Context: an optimization exercise on an open-source flow, tuned for small area, a short achievable clock period and few clock cycles per item. The choices shown serve that exercise and are no tape-out recipe. Only the layout flow was run in this run; the RTL was not checked for function there. Power and IR drop assume default switching activity.

**flow/design.v**
```verilog
module ripemd160
(
    input  logic         clk,
    input  logic         rst,
    input  logic         valid_in,
    output logic         valid_out,
    input  logic [439:0] message,
    output logic [159:0] Hash_result
);
localparam logic [31:0] H0 = 32'h67452301;
localparam logic [31:0] H1 = 32'hefcdab89;
localparam logic [31:0] H2 = 32'h98badcfe;
localparam logic [31:0] H3 = 32'h10325476;
localparam logic [31:0] H4 = 32'hc3d2e1f0;
localparam logic [31:0] KL1 = 32'h5A827999, KL2 = 32'h6ED9EBA1, KL3 = 32'h8F1BBCDC, KL4 = 32'hA953FD4E;
localparam logic [31:0] KR0 = 32'h50A28BE6, KR1 = 32'h5C4DD124, KR2 = 32'h6D703EF3, KR3 = 32'h7A6D76E9;
localparam logic [31:0] CL0 = (H1 ^ H2 ^ H3) + H0;
localparam logic [31:0] CR0 = (H1 ^ (H2 | ~H3)) + H0 - H4;
function automatic logic [6:0] fsel_of(input logic [7:0] t);
    case (t)
        8'd0: fsel_of = 7'd0;
        8'd1: fsel_of = 7'b0100000;
        8'd2: fsel_of = 7'b1000000;
        8'd3: fsel_of = 7'b0000001;
        8'd4: fsel_of = 7'b0010000;
        8'd5: fsel_of = 7'b0000001;
        8'd6: fsel_of = 7'b0010000;
        8'd7: fsel_of = 7'b0000001;
        8'd8: fsel_of = 7'b0010000;
        8'd9: fsel_of = 7'b0000001;
        8'd10: fsel_of = 7'b0010000;
        8'd11: fsel_of = 7'b0000001;
        8'd12: fsel_of = 7'b0010000;
        8'd13: fsel_of = 7'b0000001;
        8'd14: fsel_of = 7'b0010000;
        8'd15: fsel_of = 7'b0000001;
        8'd16: fsel_of = 7'b0010000;
        8'd17: fsel_of = 7'b0000001;
        8'd18: fsel_of = 7'b0010000;
        8'd19: fsel_of = 7'b0000001;
        8'd20: fsel_of = 7'b0010000;
        8'd21: fsel_of = 7'b0000001;
        8'd22: fsel_of = 7'b0010000;
        8'd23: fsel_of = 7'b0000001;
        8'd24: fsel_of = 7'b0010000;
        8'd25: fsel_of = 7'b0000001;
        8'd26: fsel_of = 7'b0010000;
        8'd27: fsel_of = 7'b0000001;
        8'd28: fsel_of = 7'b0010000;
        8'd29: fsel_of = 7'b0000001;
        8'd30: fsel_of = 7'b0010000;
        8'd31: fsel_of = 7'b0000001;
        8'd32: fsel_of = 7'b0010000;
        8'd33: fsel_of = 7'b0000010;
        8'd34: fsel_of = 7'b0001000;
        8'd35: fsel_of = 7'b0000010;
        8'd36: fsel_of = 7'b0001000;
        8'd37: fsel_of = 7'b0000010;
        8'd38: fsel_of = 7'b0001000;
        8'd39: fsel_of = 7'b0000010;
        8'd40: fsel_of = 7'b0001000;
        8'd41: fsel_of = 7'b0000010;
        8'd42: fsel_of = 7'b0001000;
        8'd43: fsel_of = 7'b0000010;
        8'd44: fsel_of = 7'b0001000;
        8'd45: fsel_of = 7'b0000010;
        8'd46: fsel_of = 7'b0001000;
        8'd47: fsel_of = 7'b0000010;
        8'd48: fsel_of = 7'b0001000;
        8'd49: fsel_of = 7'b0000010;
        8'd50: fsel_of = 7'b0001000;
        8'd51: fsel_of = 7'b0000010;
        8'd52: fsel_of = 7'b0001000;
        8'd53: fsel_of = 7'b0000010;
        8'd54: fsel_of = 7'b0001000;
        8'd55: fsel_of = 7'b0000010;
        8'd56: fsel_of = 7'b0001000;
        8'd57: fsel_of = 7'b0000010;
        8'd58: fsel_of = 7'b0001000;
        8'd59: fsel_of = 7'b0000010;
        8'd60: fsel_of = 7'b0001000;
        8'd61: fsel_of = 7'b0000010;
        8'd62: fsel_of = 7'b0001000;
        8'd63: fsel_of = 7'b0000010;
        8'd64: fsel_of = 7'b0001000;
        8'd65: fsel_of = 7'b0000100;
        8'd66: fsel_of = 7'b0000100;
        8'd67: fsel_of = 7'b0000100;
        8'd68: fsel_of = 7'b0000100;
        8'd69: fsel_of = 7'b0000100;
        8'd70: fsel_of = 7'b0000100;
        8'd71: fsel_of = 7'b0000100;
        8'd72: fsel_of = 7'b0000100;
        8'd73: fsel_of = 7'b0000100;
        8'd74: fsel_of = 7'b0000100;
        8'd75: fsel_of = 7'b0000100;
        8'd76: fsel_of = 7'b0000100;
        8'd77: fsel_of = 7'b0000100;
        8'd78: fsel_of = 7'b0000100;
        8'd79: fsel_of = 7'b0000100;
        8'd80: fsel_of = 7'b0000100;
        8'd81: fsel_of = 7'b0000100;
        8'd82: fsel_of = 7'b0000100;
        8'd83: fsel_of = 7'b0000100;
        8'd84: fsel_of = 7'b0000100;
        8'd85: fsel_of = 7'b0000100;
        8'd86: fsel_of = 7'b0000100;
        8'd87: fsel_of = 7'b0000100;
        8'd88: fsel_of = 7'b0000100;
        8'd89: fsel_of = 7'b0000100;
        8'd90: fsel_of = 7'b0000100;
        8'd91: fsel_of = 7'b0000100;
        8'd92: fsel_of = 7'b0000100;
        8'd93: fsel_of = 7'b0000100;
        8'd94: fsel_of = 7'b0000100;
        8'd95: fsel_of = 7'b0000100;
        8'd96: fsel_of = 7'b0000100;
        8'd97: fsel_of = 7'b0001000;
        8'd98: fsel_of = 7'b0000010;
        8'd99: fsel_of = 7'b0001000;
        8'd100: fsel_of = 7'b0000010;
        8'd101: fsel_of = 7'b0001000;
        8'd102: fsel_of = 7'b0000010;
        8'd103: fsel_of = 7'b0001000;
        8'd104: fsel_of = 7'b0000010;
        8'd105: fsel_of = 7'b0001000;
        8'd106: fsel_of = 7'b0000010;
        8'd107: fsel_of = 7'b0001000;
        8'd108: fsel_of = 7'b0000010;
        8'd109: fsel_of = 7'b0001000;
        8'd110: fsel_of = 7'b0000010;
        8'd111: fsel_of = 7'b0001000;
        8'd112: fsel_of = 7'b0000010;
        8'd113: fsel_of = 7'b0001000;
        8'd114: fsel_of = 7'b0000010;
        8'd115: fsel_of = 7'b0001000;
        8'd116: fsel_of = 7'b0000010;
        8'd117: fsel_of = 7'b0001000;
        8'd118: fsel_of = 7'b0000010;
        8'd119: fsel_of = 7'b0001000;
        8'd120: fsel_of = 7'b0000010;
        8'd121: fsel_of = 7'b0001000;
        8'd122: fsel_of = 7'b0000010;
        8'd123: fsel_of = 7'b0001000;
        8'd124: fsel_of = 7'b0000010;
        8'd125: fsel_of = 7'b0001000;
        8'd126: fsel_of = 7'b0000010;
        8'd127: fsel_of = 7'b0001000;
        8'd128: fsel_of = 7'b0000010;
        8'd129: fsel_of = 7'b0010000;
        8'd130: fsel_of = 7'b0000001;
        8'd131: fsel_of = 7'b0010000;
        8'd132: fsel_of = 7'b0000001;
        8'd133: fsel_of = 7'b0010000;
        8'd134: fsel_of = 7'b0000001;
        8'd135: fsel_of = 7'b0010000;
        8'd136: fsel_of = 7'b0000001;
        8'd137: fsel_of = 7'b0010000;
        8'd138: fsel_of = 7'b0000001;
        8'd139: fsel_of = 7'b0010000;
        8'd140: fsel_of = 7'b0000001;
        8'd141: fsel_of = 7'b0010000;
        8'd142: fsel_of = 7'b0000001;
        8'd143: fsel_of = 7'b0010000;
        8'd144: fsel_of = 7'b0000001;
        8'd145: fsel_of = 7'b0010000;
        8'd146: fsel_of = 7'b0000001;
        8'd147: fsel_of = 7'b0010000;
        8'd148: fsel_of = 7'b0000001;
        8'd149: fsel_of = 7'b0010000;
        8'd150: fsel_of = 7'b0000001;
        8'd151: fsel_of = 7'b0010000;
        8'd152: fsel_of = 7'b0000001;
        8'd153: fsel_of = 7'b0010000;
        8'd154: fsel_of = 7'b0000001;
        8'd155: fsel_of = 7'b0010000;
        8'd156: fsel_of = 7'b0000001;
        8'd157: fsel_of = 7'b0010000;
        8'd158: fsel_of = 7'b0000001;
        8'd159: fsel_of = 7'b0010000;
        8'd160: fsel_of = 7'b0000001;
        8'd161: fsel_of = 7'd0;
        8'd162: fsel_of = 7'd0;
        8'd163: fsel_of = 7'd0;
        8'd164: fsel_of = 7'd0;
        8'd165: fsel_of = 7'd0;
        8'd166: fsel_of = 7'd0;
        8'd167: fsel_of = 7'd0;
        default: fsel_of = 7'd0;
    endcase
endfunction
function automatic logic [8:0] selx_lo(input logic [7:0] t);
    case (t)
        8'd0: selx_lo = 9'd0;
        8'd1: selx_lo = 9'b000000010;
        8'd2: selx_lo = 9'd0;
        8'd3: selx_lo = 9'b000000100;
        8'd4: selx_lo = 9'b010000000;
        8'd5: selx_lo = 9'b000001000;
        8'd6: selx_lo = 9'b000000001;
        8'd7: selx_lo = 9'b000010000;
        8'd8: selx_lo = 9'd0;
        8'd9: selx_lo = 9'b000100000;
        8'd10: selx_lo = 9'b000000100;
        8'd11: selx_lo = 9'b001000000;
        8'd12: selx_lo = 9'd0;
        8'd13: selx_lo = 9'b010000000;
        8'd14: selx_lo = 9'b000010000;
        8'd15: selx_lo = 9'b100000000;
        8'd16: selx_lo = 9'd0;
        8'd17: selx_lo = 9'd0;
        8'd18: selx_lo = 9'b001000000;
        8'd19: selx_lo = 9'd0;
        8'd20: selx_lo = 9'd0;
        8'd21: selx_lo = 9'd0;
        8'd22: selx_lo = 9'b100000000;
        8'd23: selx_lo = 9'd0;
        8'd24: selx_lo = 9'b000000010;
        8'd25: selx_lo = 9'd0;
        8'd26: selx_lo = 9'd0;
        8'd27: selx_lo = 9'd0;
        8'd28: selx_lo = 9'b000001000;
        8'd29: selx_lo = 9'd0;
        8'd30: selx_lo = 9'd0;
        8'd31: selx_lo = 9'b010000000;
        8'd32: selx_lo = 9'b001000000;
        8'd33: selx_lo = 9'b000010000;
        8'd34: selx_lo = 9'd0;
        8'd35: selx_lo = 9'd0;
        8'd36: selx_lo = 9'b000001000;
        8'd37: selx_lo = 9'b000000010;
        8'd38: selx_lo = 9'b010000000;
        8'd39: selx_lo = 9'd0;
        8'd40: selx_lo = 9'b000000001;
        8'd41: selx_lo = 9'b001000000;
        8'd42: selx_lo = 9'd0;
        8'd43: selx_lo = 9'd0;
        8'd44: selx_lo = 9'b000100000;
        8'd45: selx_lo = 9'b000001000;
        8'd46: selx_lo = 9'd0;
        8'd47: selx_lo = 9'd0;
        8'd48: selx_lo = 9'd0;
        8'd49: selx_lo = 9'b000000001;
        8'd50: selx_lo = 9'd0;
        8'd51: selx_lo = 9'd0;
        8'd52: selx_lo = 9'b100000000;
        8'd53: selx_lo = 9'b000100000;
        8'd54: selx_lo = 9'd0;
        8'd55: selx_lo = 9'b000000100;
        8'd56: selx_lo = 9'b000010000;
        8'd57: selx_lo = 9'd0;
        8'd58: selx_lo = 9'd0;
        8'd59: selx_lo = 9'd0;
        8'd60: selx_lo = 9'b000000010;
        8'd61: selx_lo = 9'b100000000;
        8'd62: selx_lo = 9'b000000100;
        8'd63: selx_lo = 9'b000001000;
        8'd64: selx_lo = 9'd0;
        8'd65: selx_lo = 9'd0;
        8'd66: selx_lo = 9'b000100000;
        8'd67: selx_lo = 9'd0;
        8'd68: selx_lo = 9'b000000010;
        8'd69: selx_lo = 9'b000010000;
        8'd70: selx_lo = 9'b000001000;
        8'd71: selx_lo = 9'd0;
        8'd72: selx_lo = 9'b010000000;
        8'd73: selx_lo = 9'd0;
        8'd74: selx_lo = 9'd0;
        8'd75: selx_lo = 9'b100000000;
        8'd76: selx_lo = 9'b001000000;
        8'd77: selx_lo = 9'b000000010;
        8'd78: selx_lo = 9'd0;
        8'd79: selx_lo = 9'b000000100;
        8'd80: selx_lo = 9'd0;
        8'd81: selx_lo = 9'b010000000;
        8'd82: selx_lo = 9'b100000000;
        8'd83: selx_lo = 9'b000000001;
        8'd84: selx_lo = 9'd0;
        8'd85: selx_lo = 9'b001000000;
        8'd86: selx_lo = 9'b000000100;
        8'd87: selx_lo = 9'd0;
        8'd88: selx_lo = 9'd0;
        8'd89: selx_lo = 9'd0;
        8'd90: selx_lo = 9'b000000001;
        8'd91: selx_lo = 9'b000100000;
        8'd92: selx_lo = 9'b000010000;
        8'd93: selx_lo = 9'd0;
        8'd94: selx_lo = 9'd0;
        8'd95: selx_lo = 9'b000000010;
        8'd96: selx_lo = 9'b100000000;
        8'd97: selx_lo = 9'd0;
        8'd98: selx_lo = 9'b001000000;
        8'd99: selx_lo = 9'd0;
        8'd100: selx_lo = 9'b000010000;
        8'd101: selx_lo = 9'd0;
        8'd102: selx_lo = 9'b000000010;
        8'd103: selx_lo = 9'b000000001;
        8'd104: selx_lo = 9'b000001000;
        8'd105: selx_lo = 9'b100000000;
        8'd106: selx_lo = 9'd0;
        8'd107: selx_lo = 9'd0;
        8'd108: selx_lo = 9'd0;
        8'd109: selx_lo = 9'b000010000;
        8'd110: selx_lo = 9'b000000001;
        8'd111: selx_lo = 9'd0;
        8'd112: selx_lo = 9'b000100000;
        8'd113: selx_lo = 9'b000001000;
        8'd114: selx_lo = 9'd0;
        8'd115: selx_lo = 9'b010000000;
        8'd116: selx_lo = 9'b000000100;
        8'd117: selx_lo = 9'd0;
        8'd118: selx_lo = 9'd0;
        8'd119: selx_lo = 9'd0;
        8'd120: selx_lo = 9'd0;
        8'd121: selx_lo = 9'b000100000;
        8'd122: selx_lo = 9'b010000000;
        8'd123: selx_lo = 9'b001000000;
        8'd124: selx_lo = 9'd0;
        8'd125: selx_lo = 9'b000000100;
        8'd126: selx_lo = 9'd0;
        8'd127: selx_lo = 9'b000010000;
        8'd128: selx_lo = 9'd0;
        8'd129: selx_lo = 9'b000000001;
        8'd130: selx_lo = 9'd0;
        8'd131: selx_lo = 9'b000100000;
        8'd132: selx_lo = 9'd0;
        8'd133: selx_lo = 9'd0;
        8'd134: selx_lo = 9'b000010000;
        8'd135: selx_lo = 9'b010000000;
        8'd136: selx_lo = 9'b000000010;
        8'd137: selx_lo = 9'd0;
        8'd138: selx_lo = 9'b000100000;
        8'd139: selx_lo = 9'b000000100;
        8'd140: selx_lo = 9'b100000000;
        8'd141: selx_lo = 9'd0;
        8'd142: selx_lo = 9'b010000000;
        8'd143: selx_lo = 9'd0;
        8'd144: selx_lo = 9'b001000000;
        8'd145: selx_lo = 9'b000000010;
        8'd146: selx_lo = 9'b000000100;
        8'd147: selx_lo = 9'b000001000;
        8'd148: selx_lo = 9'd0;
        8'd149: selx_lo = 9'b100000000;
        8'd150: selx_lo = 9'd0;
        8'd151: selx_lo = 9'd0;
        8'd152: selx_lo = 9'b000000001;
        8'd153: selx_lo = 9'b001000000;
        8'd154: selx_lo = 9'b000001000;
        8'd155: selx_lo = 9'd0;
        8'd156: selx_lo = 9'd0;
        8'd157: selx_lo = 9'd0;
        8'd158: selx_lo = 9'd0;
        8'd159: selx_lo = 9'd0;
        8'd160: selx_lo = 9'd0;
        8'd161: selx_lo = 9'd0;
        8'd162: selx_lo = 9'd0;
        8'd163: selx_lo = 9'd0;
        8'd164: selx_lo = 9'd0;
        8'd165: selx_lo = 9'd0;
        8'd166: selx_lo = 9'd0;
        8'd167: selx_lo = 9'd0;
        default: selx_lo = 9'd0;
    endcase
endfunction
function automatic logic [7:0] selx_hi(input logic [7:0] t);
    case (t)
        8'd0: selx_hi = 8'd0;
        8'd1: selx_hi = 8'd0;
        8'd2: selx_hi = 8'b00100000;
        8'd3: selx_hi = 8'd0;
        8'd4: selx_hi = 8'd0;
        8'd5: selx_hi = 8'd0;
        8'd6: selx_hi = 8'd0;
        8'd7: selx_hi = 8'd0;
        8'd8: selx_hi = 8'b00000001;
        8'd9: selx_hi = 8'd0;
        8'd10: selx_hi = 8'd0;
        8'd11: selx_hi = 8'd0;
        8'd12: selx_hi = 8'b00000100;
        8'd13: selx_hi = 8'd0;
        8'd14: selx_hi = 8'd0;
        8'd15: selx_hi = 8'd0;
        8'd16: selx_hi = 8'b00010000;
        8'd17: selx_hi = 8'b00000001;
        8'd18: selx_hi = 8'd0;
        8'd19: selx_hi = 8'b00000010;
        8'd20: selx_hi = 8'b01000000;
        8'd21: selx_hi = 8'b00000100;
        8'd22: selx_hi = 8'd0;
        8'd23: selx_hi = 8'b00001000;
        8'd24: selx_hi = 8'd0;
        8'd25: selx_hi = 8'b00010000;
        8'd26: selx_hi = 8'b00000010;
        8'd27: selx_hi = 8'b00100000;
        8'd28: selx_hi = 8'd0;
        8'd29: selx_hi = 8'b01000000;
        8'd30: selx_hi = 8'b00001000;
        8'd31: selx_hi = 8'd0;
        8'd32: selx_hi = 8'd0;
        8'd33: selx_hi = 8'd0;
        8'd34: selx_hi = 8'b00000100;
        8'd35: selx_hi = 8'b00010000;
        8'd36: selx_hi = 8'd0;
        8'd37: selx_hi = 8'd0;
        8'd38: selx_hi = 8'd0;
        8'd39: selx_hi = 8'b00000010;
        8'd40: selx_hi = 8'd0;
        8'd41: selx_hi = 8'd0;
        8'd42: selx_hi = 8'b00010000;
        8'd43: selx_hi = 8'b01000000;
        8'd44: selx_hi = 8'd0;
        8'd45: selx_hi = 8'd0;
        8'd46: selx_hi = 8'b00000010;
        8'd47: selx_hi = 8'b00001000;
        8'd48: selx_hi = 8'b00100000;
        8'd49: selx_hi = 8'd0;
        8'd50: selx_hi = 8'b01000000;
        8'd51: selx_hi = 8'b00000001;
        8'd52: selx_hi = 8'd0;
        8'd53: selx_hi = 8'd0;
        8'd54: selx_hi = 8'b00001000;
        8'd55: selx_hi = 8'd0;
        8'd56: selx_hi = 8'd0;
        8'd57: selx_hi = 8'b00100000;
        8'd58: selx_hi = 8'b00000001;
        8'd59: selx_hi = 8'b00000100;
        8'd60: selx_hi = 8'd0;
        8'd61: selx_hi = 8'd0;
        8'd62: selx_hi = 8'd0;
        8'd63: selx_hi = 8'd0;
        8'd64: selx_hi = 8'b01000000;
        8'd65: selx_hi = 8'b00000010;
        8'd66: selx_hi = 8'd0;
        8'd67: selx_hi = 8'b00100000;
        8'd68: selx_hi = 8'd0;
        8'd69: selx_hi = 8'd0;
        8'd70: selx_hi = 8'd0;
        8'd71: selx_hi = 8'b00000001;
        8'd72: selx_hi = 8'd0;
        8'd73: selx_hi = 8'b01000000;
        8'd74: selx_hi = 8'b00100000;
        8'd75: selx_hi = 8'd0;
        8'd76: selx_hi = 8'd0;
        8'd77: selx_hi = 8'd0;
        8'd78: selx_hi = 8'b00000001;
        8'd79: selx_hi = 8'd0;
        8'd80: selx_hi = 8'b00000100;
        8'd81: selx_hi = 8'd0;
        8'd82: selx_hi = 8'd0;
        8'd83: selx_hi = 8'd0;
        8'd84: selx_hi = 8'b00001000;
        8'd85: selx_hi = 8'd0;
        8'd86: selx_hi = 8'd0;
        8'd87: selx_hi = 8'b00010000;
        8'd88: selx_hi = 8'b00000010;
        8'd89: selx_hi = 8'b00000100;
        8'd90: selx_hi = 8'd0;
        8'd91: selx_hi = 8'd0;
        8'd92: selx_hi = 8'd0;
        8'd93: selx_hi = 8'b00001000;
        8'd94: selx_hi = 8'b00010000;
        8'd95: selx_hi = 8'd0;
        8'd96: selx_hi = 8'd0;
        8'd97: selx_hi = 8'b00000001;
        8'd98: selx_hi = 8'd0;
        8'd99: selx_hi = 8'b00000100;
        8'd100: selx_hi = 8'd0;
        8'd101: selx_hi = 8'b00000010;
        8'd102: selx_hi = 8'd0;
        8'd103: selx_hi = 8'd0;
        8'd104: selx_hi = 8'd0;
        8'd105: selx_hi = 8'd0;
        8'd106: selx_hi = 8'b00000100;
        8'd107: selx_hi = 8'b00001000;
        8'd108: selx_hi = 8'b01000000;
        8'd109: selx_hi = 8'd0;
        8'd110: selx_hi = 8'd0;
        8'd111: selx_hi = 8'b00010000;
        8'd112: selx_hi = 8'd0;
        8'd113: selx_hi = 8'd0;
        8'd114: selx_hi = 8'b00001000;
        8'd115: selx_hi = 8'd0;
        8'd116: selx_hi = 8'd0;
        8'd117: selx_hi = 8'b01000000;
        8'd118: selx_hi = 8'b00010000;
        8'd119: selx_hi = 8'b00100000;
        8'd120: selx_hi = 8'b00000001;
        8'd121: selx_hi = 8'd0;
        8'd122: selx_hi = 8'd0;
        8'd123: selx_hi = 8'd0;
        8'd124: selx_hi = 8'b00000010;
        8'd125: selx_hi = 8'd0;
        8'd126: selx_hi = 8'b00100000;
        8'd127: selx_hi = 8'd0;
        8'd128: selx_hi = 8'b00001000;
        8'd129: selx_hi = 8'd0;
        8'd130: selx_hi = 8'b01000000;
        8'd131: selx_hi = 8'd0;
        8'd132: selx_hi = 8'b00000010;
        8'd133: selx_hi = 8'b00000001;
        8'd134: selx_hi = 8'd0;
        8'd135: selx_hi = 8'd0;
        8'd136: selx_hi = 8'd0;
        8'd137: selx_hi = 8'b00001000;
        8'd138: selx_hi = 8'd0;
        8'd139: selx_hi = 8'd0;
        8'd140: selx_hi = 8'd0;
        8'd141: selx_hi = 8'b00000010;
        8'd142: selx_hi = 8'd0;
        8'd143: selx_hi = 8'b00100000;
        8'd144: selx_hi = 8'd0;
        8'd145: selx_hi = 8'd0;
        8'd146: selx_hi = 8'd0;
        8'd147: selx_hi = 8'd0;
        8'd148: selx_hi = 8'b00010000;
        8'd149: selx_hi = 8'd0;
        8'd150: selx_hi = 8'b00100000;
        8'd151: selx_hi = 8'b00000100;
        8'd152: selx_hi = 8'd0;
        8'd153: selx_hi = 8'd0;
        8'd154: selx_hi = 8'd0;
        8'd155: selx_hi = 8'b01000000;
        8'd156: selx_hi = 8'b00000001;
        8'd157: selx_hi = 8'b00010000;
        8'd158: selx_hi = 8'b00000100;
        8'd159: selx_hi = 8'd0;
        8'd160: selx_hi = 8'b10000000;
        8'd161: selx_hi = 8'd0;
        8'd162: selx_hi = 8'b10000000;
        8'd163: selx_hi = 8'd0;
        8'd164: selx_hi = 8'b10000000;
        8'd165: selx_hi = 8'd0;
        8'd166: selx_hi = 8'b10000000;
        8'd167: selx_hi = 8'd0;
        default: selx_hi = 8'd0;
    endcase
endfunction
function automatic logic [11:0] rot_of(input logic [7:0] t);
    case (t)
        8'd0: rot_of = 12'd0;
        8'd1: rot_of = 12'd0;
        8'd2: rot_of = 12'b000001000000;
        8'd3: rot_of = 12'b000000001000;
        8'd4: rot_of = 12'b001000000000;
        8'd5: rot_of = 12'b000000010000;
        8'd6: rot_of = 12'b010000000000;
        8'd7: rot_of = 12'b000000010000;
        8'd8: rot_of = 12'b000010000000;
        8'd9: rot_of = 12'b000001000000;
        8'd10: rot_of = 12'b000000000001;
        8'd11: rot_of = 12'b000100000000;
        8'd12: rot_of = 12'b000000001000;
        8'd13: rot_of = 12'b010000000000;
        8'd14: rot_of = 12'b000000000100;
        8'd15: rot_of = 12'b010000000000;
        8'd16: rot_of = 12'b000000010000;
        8'd17: rot_of = 12'b000000000001;
        8'd18: rot_of = 12'b000001000000;
        8'd19: rot_of = 12'b000000000100;
        8'd20: rot_of = 12'b000100000000;
        8'd21: rot_of = 12'b000000000100;
        8'd22: rot_of = 12'b001000000000;
        8'd23: rot_of = 12'b000000001000;
        8'd24: rot_of = 12'b010000000000;
        8'd25: rot_of = 12'b000001000000;
        8'd26: rot_of = 12'b000000000010;
        8'd27: rot_of = 12'b001000000000;
        8'd28: rot_of = 12'b000000000100;
        8'd29: rot_of = 12'b001000000000;
        8'd30: rot_of = 12'b000000010000;
        8'd31: rot_of = 12'b000010000000;
        8'd32: rot_of = 12'b000000001000;
        8'd33: rot_of = 12'b000000000010;
        8'd34: rot_of = 12'b000000000100;
        8'd35: rot_of = 12'b000000010000;
        8'd36: rot_of = 12'b000000000010;
        8'd37: rot_of = 12'b000100000000;
        8'd38: rot_of = 12'b000000001000;
        8'd39: rot_of = 12'b010000000000;
        8'd40: rot_of = 12'b000100000000;
        8'd41: rot_of = 12'b000000000100;
        8'd42: rot_of = 12'b000001000000;
        8'd43: rot_of = 12'b000010000000;
        8'd44: rot_of = 12'b000000010000;
        8'd45: rot_of = 12'b000000001000;
        8'd46: rot_of = 12'b000000000100;
        8'd47: rot_of = 12'b000000010000;
        8'd48: rot_of = 12'b010000000000;
        8'd49: rot_of = 12'b000001000000;
        8'd50: rot_of = 12'b000000000100;
        8'd51: rot_of = 12'b000000000100;
        8'd52: rot_of = 12'b000010000000;
        8'd53: rot_of = 12'b000000000100;
        8'd54: rot_of = 12'b010000000000;
        8'd55: rot_of = 12'b000010000000;
        8'd56: rot_of = 12'b000000010000;
        8'd57: rot_of = 12'b000000000100;
        8'd58: rot_of = 12'b000001000000;
        8'd59: rot_of = 12'b000000000010;
        8'd60: rot_of = 12'b000000000100;
        8'd61: rot_of = 12'b010000000000;
        8'd62: rot_of = 12'b000100000000;
        8'd63: rot_of = 12'b000100000000;
        8'd64: rot_of = 12'b000010000000;
        8'd65: rot_of = 12'b000001000000;
        8'd66: rot_of = 12'b000001000000;
        8'd67: rot_of = 12'b000000010000;
        8'd68: rot_of = 12'b000100000000;
        8'd69: rot_of = 12'b000000000100;
        8'd70: rot_of = 12'b000000000010;
        8'd71: rot_of = 12'b010000000000;
        8'd72: rot_of = 12'b000000000100;
        8'd73: rot_of = 12'b000001000000;
        8'd74: rot_of = 12'b001000000000;
        8'd75: rot_of = 12'b000000001000;
        8'd76: rot_of = 12'b000000010000;
        8'd77: rot_of = 12'b000000000010;
        8'd78: rot_of = 12'b000100000000;
        8'd79: rot_of = 12'b000000000010;
        8'd80: rot_of = 12'b010000000000;
        8'd81: rot_of = 12'b001000000000;
        8'd82: rot_of = 12'b001000000000;
        8'd83: rot_of = 12'b000010000000;
        8'd84: rot_of = 12'b000000001000;
        8'd85: rot_of = 12'b000100000000;
        8'd86: rot_of = 12'b000100000000;
        8'd87: rot_of = 12'b000000000001;
        8'd88: rot_of = 12'b000000000010;
        8'd89: rot_of = 12'b001000000000;
        8'd90: rot_of = 12'b000000000001;
        8'd91: rot_of = 12'b000100000000;
        8'd92: rot_of = 12'b000010000000;
        8'd93: rot_of = 12'b000100000000;
        8'd94: rot_of = 12'b000000000100;
        8'd95: rot_of = 12'b000000000100;
        8'd96: rot_of = 12'b000000000001;
        8'd97: rot_of = 12'b000000000001;
        8'd98: rot_of = 12'b000001000000;
        8'd99: rot_of = 12'b010000000000;
        8'd100: rot_of = 12'b000010000000;
        8'd101: rot_of = 12'b000000000001;
        8'd102: rot_of = 12'b001000000000;
        8'd103: rot_of = 12'b000000001000;
        8'd104: rot_of = 12'b010000000000;
        8'd105: rot_of = 12'b000001000000;
        8'd106: rot_of = 12'b001000000000;
        8'd107: rot_of = 12'b001000000000;
        8'd108: rot_of = 12'b010000000000;
        8'd109: rot_of = 12'b001000000000;
        8'd110: rot_of = 12'b000000010000;
        8'd111: rot_of = 12'b000000000010;
        8'd112: rot_of = 12'b000000001000;
        8'd113: rot_of = 12'b001000000000;
        8'd114: rot_of = 12'b000000010000;
        8'd115: rot_of = 12'b000000000010;
        8'd116: rot_of = 12'b001000000000;
        8'd117: rot_of = 12'b000000010000;
        8'd118: rot_of = 12'b000000000001;
        8'd119: rot_of = 12'b000010000000;
        8'd120: rot_of = 12'b000000000010;
        8'd121: rot_of = 12'b000000010000;
        8'd122: rot_of = 12'b000000001000;
        8'd123: rot_of = 12'b000010000000;
        8'd124: rot_of = 12'b000000000010;
        8'd125: rot_of = 12'b000000000001;
        8'd126: rot_of = 12'b000000000001;
        8'd127: rot_of = 12'b010000000000;
        8'd128: rot_of = 12'b000010000000;
        8'd129: rot_of = 12'b000000001000;
        8'd130: rot_of = 12'b000000010000;
        8'd131: rot_of = 12'b000000001000;
        8'd132: rot_of = 12'b010000000000;
        8'd133: rot_of = 12'b000000000001;
        8'd134: rot_of = 12'b000000000001;
        8'd135: rot_of = 12'b000010000000;
        8'd136: rot_of = 12'b000001000000;
        8'd137: rot_of = 12'b000000010000;
        8'd138: rot_of = 12'b000000000010;
        8'd139: rot_of = 12'b000010000000;
        8'd140: rot_of = 12'b000000001000;
        8'd141: rot_of = 12'b000000000001;
        8'd142: rot_of = 12'b000100000000;
        8'd143: rot_of = 12'b001000000000;
        8'd144: rot_of = 12'b000010000000;
        8'd145: rot_of = 12'b000000000010;
        8'd146: rot_of = 12'b000000000001;
        8'd147: rot_of = 12'b000000001000;
        8'd148: rot_of = 12'b000010000000;
        8'd149: rot_of = 12'b000100000000;
        8'd150: rot_of = 12'b000100000000;
        8'd151: rot_of = 12'b000000000010;
        8'd152: rot_of = 12'b001000000000;
        8'd153: rot_of = 12'b000000000001;
        8'd154: rot_of = 12'b000001000000;
        8'd155: rot_of = 12'b010000000000;
        8'd156: rot_of = 12'b000000001000;
        8'd157: rot_of = 12'b000100000000;
        8'd158: rot_of = 12'b000000000001;
        8'd159: rot_of = 12'b000001000000;
        8'd160: rot_of = 12'b000000000010;
        8'd161: rot_of = 12'b000001000000;
        8'd162: rot_of = 12'b100000000000;
        8'd163: rot_of = 12'b100000000000;
        8'd164: rot_of = 12'b100000000000;
        8'd165: rot_of = 12'b100000000000;
        8'd166: rot_of = 12'b100000000000;
        8'd167: rot_of = 12'b100000000000;
        default: rot_of = 12'd0;
    endcase
endfunction
function automatic logic [14:0] ksel_of(input logic [7:0] t);
    case (t)
        8'd0: ksel_of = 15'd0;
        8'd1: ksel_of = 15'b000000000100000;
        8'd2: ksel_of = 15'b000000000000001;
        8'd3: ksel_of = 15'b000000000100000;
        8'd4: ksel_of = 15'b000000000000001;
        8'd5: ksel_of = 15'b000000000100000;
        8'd6: ksel_of = 15'b000000000000001;
        8'd7: ksel_of = 15'b000000000100000;
        8'd8: ksel_of = 15'b000000000000001;
        8'd9: ksel_of = 15'b000000000100000;
        8'd10: ksel_of = 15'b000000000000001;
        8'd11: ksel_of = 15'b000000000100000;
        8'd12: ksel_of = 15'b000000000000001;
        8'd13: ksel_of = 15'b000000000100000;
        8'd14: ksel_of = 15'b000000000000001;
        8'd15: ksel_of = 15'b000000000100000;
        8'd16: ksel_of = 15'b000000000000001;
        8'd17: ksel_of = 15'b000000000100000;
        8'd18: ksel_of = 15'b000000000000001;
        8'd19: ksel_of = 15'b000000000100000;
        8'd20: ksel_of = 15'b000000000000001;
        8'd21: ksel_of = 15'b000000000100000;
        8'd22: ksel_of = 15'b000000000000001;
        8'd23: ksel_of = 15'b000000000100000;
        8'd24: ksel_of = 15'b000000000000001;
        8'd25: ksel_of = 15'b000000000100000;
        8'd26: ksel_of = 15'b000000000000001;
        8'd27: ksel_of = 15'b000000000100000;
        8'd28: ksel_of = 15'b000000000000001;
        8'd29: ksel_of = 15'b000000000100000;
        8'd30: ksel_of = 15'b000000000000001;
        8'd31: ksel_of = 15'b000000000100000;
        8'd32: ksel_of = 15'b000000000000010;
        8'd33: ksel_of = 15'b000000001000000;
        8'd34: ksel_of = 15'b000000000000010;
        8'd35: ksel_of = 15'b000000001000000;
        8'd36: ksel_of = 15'b000000000000010;
        8'd37: ksel_of = 15'b000000001000000;
        8'd38: ksel_of = 15'b000000000000010;
        8'd39: ksel_of = 15'b000000001000000;
        8'd40: ksel_of = 15'b000000000000010;
        8'd41: ksel_of = 15'b000000001000000;
        8'd42: ksel_of = 15'b000000000000010;
        8'd43: ksel_of = 15'b000000001000000;
        8'd44: ksel_of = 15'b000000000000010;
        8'd45: ksel_of = 15'b000000001000000;
        8'd46: ksel_of = 15'b000000000000010;
        8'd47: ksel_of = 15'b000000001000000;
        8'd48: ksel_of = 15'b000000000000010;
        8'd49: ksel_of = 15'b000000001000000;
        8'd50: ksel_of = 15'b000000000000010;
        8'd51: ksel_of = 15'b000000001000000;
        8'd52: ksel_of = 15'b000000000000010;
        8'd53: ksel_of = 15'b000000001000000;
        8'd54: ksel_of = 15'b000000000000010;
        8'd55: ksel_of = 15'b000000001000000;
        8'd56: ksel_of = 15'b000000000000010;
        8'd57: ksel_of = 15'b000000001000000;
        8'd58: ksel_of = 15'b000000000000010;
        8'd59: ksel_of = 15'b000000001000000;
        8'd60: ksel_of = 15'b000000000000010;
        8'd61: ksel_of = 15'b000000001000000;
        8'd62: ksel_of = 15'b000000000000010;
        8'd63: ksel_of = 15'b000000001000000;
        8'd64: ksel_of = 15'b000000000000100;
        8'd65: ksel_of = 15'b000000010000000;
        8'd66: ksel_of = 15'b000000000000100;
        8'd67: ksel_of = 15'b000000010000000;
        8'd68: ksel_of = 15'b000000000000100;
        8'd69: ksel_of = 15'b000000010000000;
        8'd70: ksel_of = 15'b000000000000100;
        8'd71: ksel_of = 15'b000000010000000;
        8'd72: ksel_of = 15'b000000000000100;
        8'd73: ksel_of = 15'b000000010000000;
        8'd74: ksel_of = 15'b000000000000100;
        8'd75: ksel_of = 15'b000000010000000;
        8'd76: ksel_of = 15'b000000000000100;
        8'd77: ksel_of = 15'b000000010000000;
        8'd78: ksel_of = 15'b000000000000100;
        8'd79: ksel_of = 15'b000000010000000;
        8'd80: ksel_of = 15'b000000000000100;
        8'd81: ksel_of = 15'b000000010000000;
        8'd82: ksel_of = 15'b000000000000100;
        8'd83: ksel_of = 15'b000000010000000;
        8'd84: ksel_of = 15'b000000000000100;
        8'd85: ksel_of = 15'b000000010000000;
        8'd86: ksel_of = 15'b000000000000100;
        8'd87: ksel_of = 15'b000000010000000;
        8'd88: ksel_of = 15'b000000000000100;
        8'd89: ksel_of = 15'b000000010000000;
        8'd90: ksel_of = 15'b000000000000100;
        8'd91: ksel_of = 15'b000000010000000;
        8'd92: ksel_of = 15'b000000000000100;
        8'd93: ksel_of = 15'b000000010000000;
        8'd94: ksel_of = 15'b000000000000100;
        8'd95: ksel_of = 15'b000000010000000;
        8'd96: ksel_of = 15'b000000000001000;
        8'd97: ksel_of = 15'b000000100000000;
        8'd98: ksel_of = 15'b000000000001000;
        8'd99: ksel_of = 15'b000000100000000;
        8'd100: ksel_of = 15'b000000000001000;
        8'd101: ksel_of = 15'b000000100000000;
        8'd102: ksel_of = 15'b000000000001000;
        8'd103: ksel_of = 15'b000000100000000;
        8'd104: ksel_of = 15'b000000000001000;
        8'd105: ksel_of = 15'b000000100000000;
        8'd106: ksel_of = 15'b000000000001000;
        8'd107: ksel_of = 15'b000000100000000;
        8'd108: ksel_of = 15'b000000000001000;
        8'd109: ksel_of = 15'b000000100000000;
        8'd110: ksel_of = 15'b000000000001000;
        8'd111: ksel_of = 15'b000000100000000;
        8'd112: ksel_of = 15'b000000000001000;
        8'd113: ksel_of = 15'b000000100000000;
        8'd114: ksel_of = 15'b000000000001000;
        8'd115: ksel_of = 15'b000000100000000;
        8'd116: ksel_of = 15'b000000000001000;
        8'd117: ksel_of = 15'b000000100000000;
        8'd118: ksel_of = 15'b000000000001000;
        8'd119: ksel_of = 15'b000000100000000;
        8'd120: ksel_of = 15'b000000000001000;
        8'd121: ksel_of = 15'b000000100000000;
        8'd122: ksel_of = 15'b000000000001000;
        8'd123: ksel_of = 15'b000000100000000;
        8'd124: ksel_of = 15'b000000000001000;
        8'd125: ksel_of = 15'b000000100000000;
        8'd126: ksel_of = 15'b000000000001000;
        8'd127: ksel_of = 15'b000000100000000;
        8'd128: ksel_of = 15'b000000000010000;
        8'd129: ksel_of = 15'b000001000000000;
        8'd130: ksel_of = 15'b000000000010000;
        8'd131: ksel_of = 15'b000001000000000;
        8'd132: ksel_of = 15'b000000000010000;
        8'd133: ksel_of = 15'b000001000000000;
        8'd134: ksel_of = 15'b000000000010000;
        8'd135: ksel_of = 15'b000001000000000;
        8'd136: ksel_of = 15'b000000000010000;
        8'd137: ksel_of = 15'b000001000000000;
        8'd138: ksel_of = 15'b000000000010000;
        8'd139: ksel_of = 15'b000001000000000;
        8'd140: ksel_of = 15'b000000000010000;
        8'd141: ksel_of = 15'b000001000000000;
        8'd142: ksel_of = 15'b000000000010000;
        8'd143: ksel_of = 15'b000001000000000;
        8'd144: ksel_of = 15'b000000000010000;
        8'd145: ksel_of = 15'b000001000000000;
        8'd146: ksel_of = 15'b000000000010000;
        8'd147: ksel_of = 15'b000001000000000;
        8'd148: ksel_of = 15'b000000000010000;
        8'd149: ksel_of = 15'b000001000000000;
        8'd150: ksel_of = 15'b000000000010000;
        8'd151: ksel_of = 15'b000001000000000;
        8'd152: ksel_of = 15'b000000000010000;
        8'd153: ksel_of = 15'b000001000000000;
        8'd154: ksel_of = 15'b000000000010000;
        8'd155: ksel_of = 15'b000001000000000;
        8'd156: ksel_of = 15'b000000000010000;
        8'd157: ksel_of = 15'b000001000000000;
        8'd158: ksel_of = 15'b000000000010000;
        8'd159: ksel_of = 15'b000001000000000;
        8'd160: ksel_of = 15'b100000000000000;
        8'd161: ksel_of = 15'b010000000000000;
        8'd162: ksel_of = 15'd0;
        8'd163: ksel_of = 15'b001000000000000;
        8'd164: ksel_of = 15'd0;
        8'd165: ksel_of = 15'b000100000000000;
        8'd166: ksel_of = 15'd0;
        8'd167: ksel_of = 15'b000010000000000;
        default: ksel_of = 15'd0;
    endcase
endfunction
function automatic logic [2:0] ein_of(input logic [7:0] t);
    case (t)
        8'd0: ein_of = 3'b001;
        8'd1: ein_of = 3'b001;
        8'd2: ein_of = 3'b001;
        8'd3: ein_of = 3'b001;
        8'd4: ein_of = 3'b001;
        8'd5: ein_of = 3'b001;
        8'd6: ein_of = 3'b001;
        8'd7: ein_of = 3'b001;
        8'd8: ein_of = 3'b001;
        8'd9: ein_of = 3'b001;
        8'd10: ein_of = 3'b001;
        8'd11: ein_of = 3'b001;
        8'd12: ein_of = 3'b001;
        8'd13: ein_of = 3'b001;
        8'd14: ein_of = 3'b001;
        8'd15: ein_of = 3'b001;
        8'd16: ein_of = 3'b001;
        8'd17: ein_of = 3'b001;
        8'd18: ein_of = 3'b001;
        8'd19: ein_of = 3'b001;
        8'd20: ein_of = 3'b001;
        8'd21: ein_of = 3'b001;
        8'd22: ein_of = 3'b001;
        8'd23: ein_of = 3'b001;
        8'd24: ein_of = 3'b001;
        8'd25: ein_of = 3'b001;
        8'd26: ein_of = 3'b001;
        8'd27: ein_of = 3'b001;
        8'd28: ein_of = 3'b001;
        8'd29: ein_of = 3'b001;
        8'd30: ein_of = 3'b001;
        8'd31: ein_of = 3'b001;
        8'd32: ein_of = 3'b001;
        8'd33: ein_of = 3'b001;
        8'd34: ein_of = 3'b001;
        8'd35: ein_of = 3'b001;
        8'd36: ein_of = 3'b001;
        8'd37: ein_of = 3'b001;
        8'd38: ein_of = 3'b001;
        8'd39: ein_of = 3'b001;
        8'd40: ein_of = 3'b001;
        8'd41: ein_of = 3'b001;
        8'd42: ein_of = 3'b001;
        8'd43: ein_of = 3'b001;
        8'd44: ein_of = 3'b001;
        8'd45: ein_of = 3'b001;
        8'd46: ein_of = 3'b001;
        8'd47: ein_of = 3'b001;
        8'd48: ein_of = 3'b001;
        8'd49: ein_of = 3'b001;
        8'd50: ein_of = 3'b001;
        8'd51: ein_of = 3'b001;
        8'd52: ein_of = 3'b001;
        8'd53: ein_of = 3'b001;
        8'd54: ein_of = 3'b001;
        8'd55: ein_of = 3'b001;
        8'd56: ein_of = 3'b001;
        8'd57: ein_of = 3'b001;
        8'd58: ein_of = 3'b001;
        8'd59: ein_of = 3'b001;
        8'd60: ein_of = 3'b001;
        8'd61: ein_of = 3'b001;
        8'd62: ein_of = 3'b001;
        8'd63: ein_of = 3'b001;
        8'd64: ein_of = 3'b001;
        8'd65: ein_of = 3'b001;
        8'd66: ein_of = 3'b001;
        8'd67: ein_of = 3'b001;
        8'd68: ein_of = 3'b001;
        8'd69: ein_of = 3'b001;
        8'd70: ein_of = 3'b001;
        8'd71: ein_of = 3'b001;
        8'd72: ein_of = 3'b001;
        8'd73: ein_of = 3'b001;
        8'd74: ein_of = 3'b001;
        8'd75: ein_of = 3'b001;
        8'd76: ein_of = 3'b001;
        8'd77: ein_of = 3'b001;
        8'd78: ein_of = 3'b001;
        8'd79: ein_of = 3'b001;
        8'd80: ein_of = 3'b001;
        8'd81: ein_of = 3'b001;
        8'd82: ein_of = 3'b001;
        8'd83: ein_of = 3'b001;
        8'd84: ein_of = 3'b001;
        8'd85: ein_of = 3'b001;
        8'd86: ein_of = 3'b001;
        8'd87: ein_of = 3'b001;
        8'd88: ein_of = 3'b001;
        8'd89: ein_of = 3'b001;
        8'd90: ein_of = 3'b001;
        8'd91: ein_of = 3'b001;
        8'd92: ein_of = 3'b001;
        8'd93: ein_of = 3'b001;
        8'd94: ein_of = 3'b001;
        8'd95: ein_of = 3'b001;
        8'd96: ein_of = 3'b001;
        8'd97: ein_of = 3'b001;
        8'd98: ein_of = 3'b001;
        8'd99: ein_of = 3'b001;
        8'd100: ein_of = 3'b001;
        8'd101: ein_of = 3'b001;
        8'd102: ein_of = 3'b001;
        8'd103: ein_of = 3'b001;
        8'd104: ein_of = 3'b001;
        8'd105: ein_of = 3'b001;
        8'd106: ein_of = 3'b001;
        8'd107: ein_of = 3'b001;
        8'd108: ein_of = 3'b001;
        8'd109: ein_of = 3'b001;
        8'd110: ein_of = 3'b001;
        8'd111: ein_of = 3'b001;
        8'd112: ein_of = 3'b001;
        8'd113: ein_of = 3'b001;
        8'd114: ein_of = 3'b001;
        8'd115: ein_of = 3'b001;
        8'd116: ein_of = 3'b001;
        8'd117: ein_of = 3'b001;
        8'd118: ein_of = 3'b001;
        8'd119: ein_of = 3'b001;
        8'd120: ein_of = 3'b001;
        8'd121: ein_of = 3'b001;
        8'd122: ein_of = 3'b001;
        8'd123: ein_of = 3'b001;
        8'd124: ein_of = 3'b001;
        8'd125: ein_of = 3'b001;
        8'd126: ein_of = 3'b001;
        8'd127: ein_of = 3'b001;
        8'd128: ein_of = 3'b001;
        8'd129: ein_of = 3'b001;
        8'd130: ein_of = 3'b001;
        8'd131: ein_of = 3'b001;
        8'd132: ein_of = 3'b001;
        8'd133: ein_of = 3'b001;
        8'd134: ein_of = 3'b001;
        8'd135: ein_of = 3'b001;
        8'd136: ein_of = 3'b001;
        8'd137: ein_of = 3'b001;
        8'd138: ein_of = 3'b001;
        8'd139: ein_of = 3'b001;
        8'd140: ein_of = 3'b001;
        8'd141: ein_of = 3'b001;
        8'd142: ein_of = 3'b001;
        8'd143: ein_of = 3'b001;
        8'd144: ein_of = 3'b001;
        8'd145: ein_of = 3'b001;
        8'd146: ein_of = 3'b001;
        8'd147: ein_of = 3'b001;
        8'd148: ein_of = 3'b001;
        8'd149: ein_of = 3'b001;
        8'd150: ein_of = 3'b001;
        8'd151: ein_of = 3'b001;
        8'd152: ein_of = 3'b001;
        8'd153: ein_of = 3'b001;
        8'd154: ein_of = 3'b001;
        8'd155: ein_of = 3'b001;
        8'd156: ein_of = 3'b001;
        8'd157: ein_of = 3'b001;
        8'd158: ein_of = 3'b001;
        8'd159: ein_of = 3'b001;
        8'd160: ein_of = 3'b001;
        8'd161: ein_of = 3'b001;
        8'd162: ein_of = 3'b010;
        8'd163: ein_of = 3'b100;
        8'd164: ein_of = 3'b100;
        8'd165: ein_of = 3'b100;
        8'd166: ein_of = 3'b100;
        8'd167: ein_of = 3'b100;
        default: ein_of = 3'd0;
    endcase
endfunction
function automatic logic [31:0] bswap(input logic [31:0] x);
    bswap = {x[7:0], x[15:8], x[23:16], x[31:24]};
endfunction
logic [439:0] msg_q;
logic         busy;
logic         vout;
logic [7:0]   n;
logic [6:0]   fsel;
logic [16:0]  selx;
logic [11:0]  rot;
logic [14:0]  ksel;
logic [2:0]   ein;
logic         init, first, unrot;
logic [31:0]  B0, C0, D0, E0, P0;    
logic [31:0]  B1, C1, D1, E1;        
logic [31:0]  Sq, Xq;
logic [511:0] xw;
logic [31:0]  x, g0, g1, f, S, R, ea, T, k, Pn;
logic [4:0][31:0] h0, h1;
wire accept = valid_in & ~busy;
wire [7:0] n_next = busy ? n + 8'd1 : 8'd1;
always_comb begin
    for (int i = 0; i < 13; i++)
        xw[32*i +: 32] = bswap(msg_q[439-32*i -: 32]);
    xw[32*13 +: 32] = {8'h80, msg_q[7:0], msg_q[15:8], msg_q[23:16]};
    xw[32*14 +: 32] = 32'h000001b8;
    xw[32*15 +: 32] = 32'h00000000;
end
always_ff @(posedge clk) begin
    if (!busy)
        msg_q <= message;
end
always_ff @(posedge clk) begin
    if (rst) begin
        busy <= 1'b0;
        vout <= 1'b0;
    end else begin
        vout <= busy & (n == 8'd167);
        if (accept)
            busy <= 1'b1;
        else if (n == 8'd167)
            busy <= 1'b0;
    end
end
always_ff @(posedge clk) begin
    n     <= n_next;
    fsel  <= fsel_of(n_next);
    selx  <= {selx_hi(n_next), selx_lo(n_next)};
    rot   <= rot_of(n_next);
    ksel  <= ksel_of(n_next);
    ein   <= ein_of(n_next);
    init  <= !busy;                        
    first <= busy && (n == 8'd1 || n == 8'd2);
    unrot <= busy && n >= 8'd161;
end
always_comb begin
    h1[0] = ~(C0 ^ D0);  h0[0] = C0 ^ D0;
    h1[1] = C0;          h0[1] = D0;
    h1[2] = ~D0;         h0[2] = ~(C0 ^ D0);
    h1[3] = C0 | D0;     h0[3] = C0 & ~D0;
    h1[4] = ~C0 & D0;    h0[4] = C0 | ~D0;
    g0 = ({32{fsel[5]}} & CL0) | ({32{fsel[6]}} & CR0);
    g1 = g0;
    for (int i = 0; i < 5; i++) begin
        g1 = g1 | ({32{fsel[i]}} & h1[i]);
        g0 = g0 | ({32{fsel[i]}} & h0[i]);
    end
    f = g0 ^ (B0 & (g0 ^ g1));
    S = f + P0;
    x = {32{selx[16]}} & D1;
    for (int i = 0; i < 16; i++)
        x = x | (xw[32*i +: 32] & {32{selx[i]}});
end
always_comb begin
    R = {32{rot[11]}} & Sq;
    for (int i = 0; i < 11; i++)
        R = R | (((Sq << (5 + i)) | (Sq >> (27 - i))) & {32{rot[i]}});
    ea = ({32{ein[0]}} & E1) | ({32{ein[1]}} & B0);
    T = R + ea;
    k = ({32{ksel[1]}} & KL1) | ({32{ksel[2]}} & KL2) | ({32{ksel[3]}} & KL3) | ({32{ksel[4]}} & KL4)
      | ({32{ksel[5]}} & KR0) | ({32{ksel[6]}} & KR1) | ({32{ksel[7]}} & KR2) | ({32{ksel[8]}} & KR3)
      | ({32{ksel[10]}} & H0) | ({32{ksel[11]}} & H1) | ({32{ksel[12]}} & H2)
      | ({32{ksel[13]}} & H3) | ({32{ksel[14]}} & H4);
    Pn = E1 + Xq + k;
end
always_ff @(posedge clk) begin
    Sq <= S;
    Xq <= busy ? x : bswap(message[439-32*5 -: 32]);       
    B1 <= B0;
    C1 <= C0;
    D1 <= D0;
    E1 <= busy ? E0 : H4;                                  
    B0 <= T;
    C0 <= (init || !busy) ? H2 : first ? H1 : B1;
    D0 <= (init || !busy) ? H3 : unrot ? C1 : {C1[21:0], C1[31:22]};
    E0 <= (init || !busy) ? H4 : D1;
    P0 <= busy ? Pn : bswap(message[439 -: 32]);           
end
assign valid_out   = vout;
assign Hash_result = {bswap(B0), bswap(C0), bswap(D0), bswap(D1), bswap(P0)};
endmodule
```
**flow/run.sh**
```bash
#!/bin/bash
# synth_recipe.tcl (not shown) runs the flow's synth.tcl, then flattens the netlist and writes it again
# the make line also repeats each setting of config.mk as NAME=value (left out here)
make -C /OpenROAD-flow-scripts/flow DESIGN_CONFIG=/design/flow/config.mk WORK_HOME=/design/flow/orfs CLKGATE_MAP_FILE= SYNTH_SCRIPT=/design/flow/synth_recipe.tcl finish
```
**flow/config.mk**
```make
export PLATFORM = sky130hd
export DESIGN_NAME = ripemd160
export DESIGN_NICKNAME = ripemd160
export VERILOG_FILES = /design/flow/design.v
export SDC_FILE = /design/flow/constraint.sdc
export NUM_CORES = 8
export LEC_CHECK = 0
export CAP_MARGIN = 20
export CORE_MARGIN = 2
export CORE_UTILIZATION = 25
export SLEW_MARGIN = 20
```
**flow/constraint.sdc**
```tcl
create_clock -name core_clock -period 14.0 [get_ports {clk}]
set_input_delay 2.8000 -clock core_clock [delete_from_list [all_inputs] [get_ports {clk}]]
set_output_delay 2.8000 -clock core_clock [all_outputs]
set_load 0.01 [all_outputs]
```
==> results.txt <==
placed cells by master (no fill, tap or decap), drive strengths merged, types with 26 or more instances in the layout:
master / instances
nor2: 187
and2: 38
buf: 71
nand4: 59
edfxtp: 440
o22a: 35
a211oi: 26
fa: 34
inv: 137
nor3: 34
clkdlybuf4s50: 603
or2: 29
a222oi: 40
a21o: 55
clkinv: 39
nand3: 86
o22ai: 38
o21ai: 141
a22oi: 199
xnor2: 61
a221oi: 102
a21oi: 148
xor2: 34
a31oi: 38
a22o: 123
nand2b: 32
and3: 29
nand2: 229
dfxtp: 414
ha: 197
clkbuf: 118
mux2i: 35
kinds of logic (layout without fill, tap and decap cells):
kind of cell	Yosys count	in the layout	synth area share, %
buffers and inverters	368	992	3.556
other	0	12	0
AND/OR/NAND/NOR	779	779	9.511
AO/OA/AOI/OAI	1123	1123	20.78
XOR/XNOR	95	95	2.176
adder cells (fa/ha/maj)	231	231	7.976
flip-flops	854	854	54.52
multiplexers	56	56	1.488
sequential cells by signal, indices dropped and copies added (netlist names), 2 cells and up:
| signal | count |
|---|---|
| msg_q | 440 |
| B0 | 32 |
| B1 | 32 |
| C0 | 32 |
| C1 | 32 |
| D0 | 32 |
| D1 | 32 |
| E0 | 32 |
| E1 | 32 |
| P0 | 32 |
| Sq | 32 |
| Xq | 32 |
| selx | 16 |
| ksel | 13 |
| rot | 11 |
| n | 8 |
| fsel | 7 |
| ein | 2 |
worst paths after layout:
check	depth (start not counted)	startpoint	slack, ns	endpoint
hold reg to reg	1	B1[19]	0.35	C0[19]
setup reg to reg	16	fsel[3]	9.26	Sq[31]
hold / removal	1	B1[19]	0.35	C0[19]
setup / recovery	1	P0[31]	8.92	Hash_result[7]
per-layer routing:
metal / global-route usage [%] / routed length (um)
met5: 0 / 126
met4: 6.905 / 5987
met3: 5.927 / 17290
met2: 37.42 / 88850
met1: 29.47 / 78550
stage by stage:
step	total power [mW]	utilization [%]	std cells
floorplan	4.177	-	3506
global placement	5.082	30.54	6001
detailed placement	5.064	30.54	6001
CTS	7.857	32.79	6188
global route	8.120	32.80	6193
finish	7.835	32.81	6200
report_power, final:
group          switching (mW)  total, mW  internal [mW]
Combinational           0.939       1.65          0.715
Clock                    1.18       2.77           1.59
Sequential              0.487       3.41           2.92
area by class of cell:
class | count | share of cell area, %
Sequential cell | 854 | 41.97
Antenna cell | 12 | 0.05853
Timing Repair Buffer | 674 | 12.85
Tap cell | 2058 | 5.019
Clock buffer | 118 | 5.136
Multi-Input combinational cell | 2284 | 32.28
Clock inverter | 69 | 1.705
Inverter | 131 | 0.9755
==> results.txt <==
status complete, no violations; period utilisation layout 36.26%; leakage power 19.22 nW; worst hold slack between 0.3 and 0.4 ns; pins over their slew limit 0; Seq/Total Area, Yosys 54.52%; max cap viols 0; post-synthesis cell type count 82; Post-Synthesis Cell Area 39440 um2; Fin. Hold Viols 0; clock tree sinks roughly 850; Synthesis Warnings 1; DIE WIDTH between 400 and 500 um; Clock Path Buffers 3; Hold Buf Count CTS 0; Ports 604; vias in the first global route 32420; WL final around 190 mm; H-Tree Level Count 3; postcts setup bufs 0; WP buf/inv 1; Peak Freq around 0.20 GHz; Setup CP Type register to primary output; Mapped Cells 3506; synth cell count leaders edfxtp_1, dfxtp_1, nand2_1; setup ws final 8.924 ns; ratio of cells with drive above 1 in the final layout 8.063%; Max stage delay on crit path between 0.8 and 0.9 ns; Tmin final 5.076 ns; die footprint 160900 um2; area of the multi-input gates 16560 um2; root buffer selected by CTS clkbuf_16; ys flop type edfxtp_1; DR pass1 iterations 10; Critical Path Start Type register; DRC Markers 0; CP max-delay cell dfxtp_1; #FFs+latches synth 854; synthesis-to-finish area growth 30.09%; arrival time worst endpoint 2.28 ns; largest net degree at the start of global routing 172; HP Class register to register; DR iter-0 viols 4544; syn_area_per_cell between 10 and 15 um2; Worst-Skew Late Latency 0.76 ns; Required @ worst endpoint 11.20 ns; clk_skew ~0.11 ns; cell with the most instances after synthesis edfxtp_1; Initial Utilization 25.22%; WL per Instance 30.77 um; Max Fanout on Critical Path 2; syn nets 4180; fillers 15780; Post-DP Area 47770 um2; headroom to the max-slew limit 29.16%; grt total ovfl 0; count of port buffers added during placement around 600; GRT Overall Usage a little under a quarter; post-DP HPWL 144.7 mm; CP delay by family, top flip-flops; DIE HEIGHT between 400 and 500 um; initial antenna violation count 37; pwr/cell area 152.7 nW/um2; global-route wire length before repair 261.3 mm; Routed Antenna Nets 0; CORE AREA 156400 um2; nature of the critical path endpoint primary output; Worst Max-Slew Pin Slew 1.063 ns; via-per-instance ratio 5.395; Design Area, Final 51310 um2; CTS buffer count 99; share of synthesized registers carrying an async set or reset 0%; EDFF count, synth 440; largest area contributor in the netlist edfxtp_1; Synth top area share between 30% and 40%; GP Congestion ~0.9; maximum VDD drop 0.1094 mV; Setup WS pre-CTS 9.436 ns; via count 33450; # rows 145; nets 4718; # setup viols final 0; CP cell instances clkdlybuf4s50_1; Sequential Area 21530 um2; sum of negative setup slack 0 ns; TritonCTS clock tree done; Synth area leaders edfxtp_1, dfxtp_1, ha_1; clock transition at the registers of the reported paths 0.06 ns; Resized Gates After CTS 0; RSZ-0062 raised after global routing false

## re-timing with driven ports
The results above use ideal ports. As a check the final layout listed here was re-extracted and re-timed, cells and wires unchanged.
Step 1 (the two cells are an assumption about what drives the block):
set clk [get_ports {clk}]
set_driving_cell -lib_cell sky130_fd_sc_hd__clkbuf_16 $clk
set_driving_cell -lib_cell sky130_fd_sc_hd__buf_2 [delete_from_list [all_inputs] $clk]
Step 2 also shifts input and output timing later by t, the mid clock arrival at the registers, as if the neighbouring blocks saw the same clock.
Three values: ideal ports, drivers, drivers and shift; two values: the first two.
t (ns): 0.791
slack for setup (ns): 8.924 / 8.842 / 9.256
worst setup path after step 2: register to register
worst slew at a driven data input, ns: 0.23
cell pins on the clock port's net: 1
After both steps setup and hold are still met in this run. The setup slack of this run moves by -0.082 ns with the drivers and by +0.332 ns with both steps.
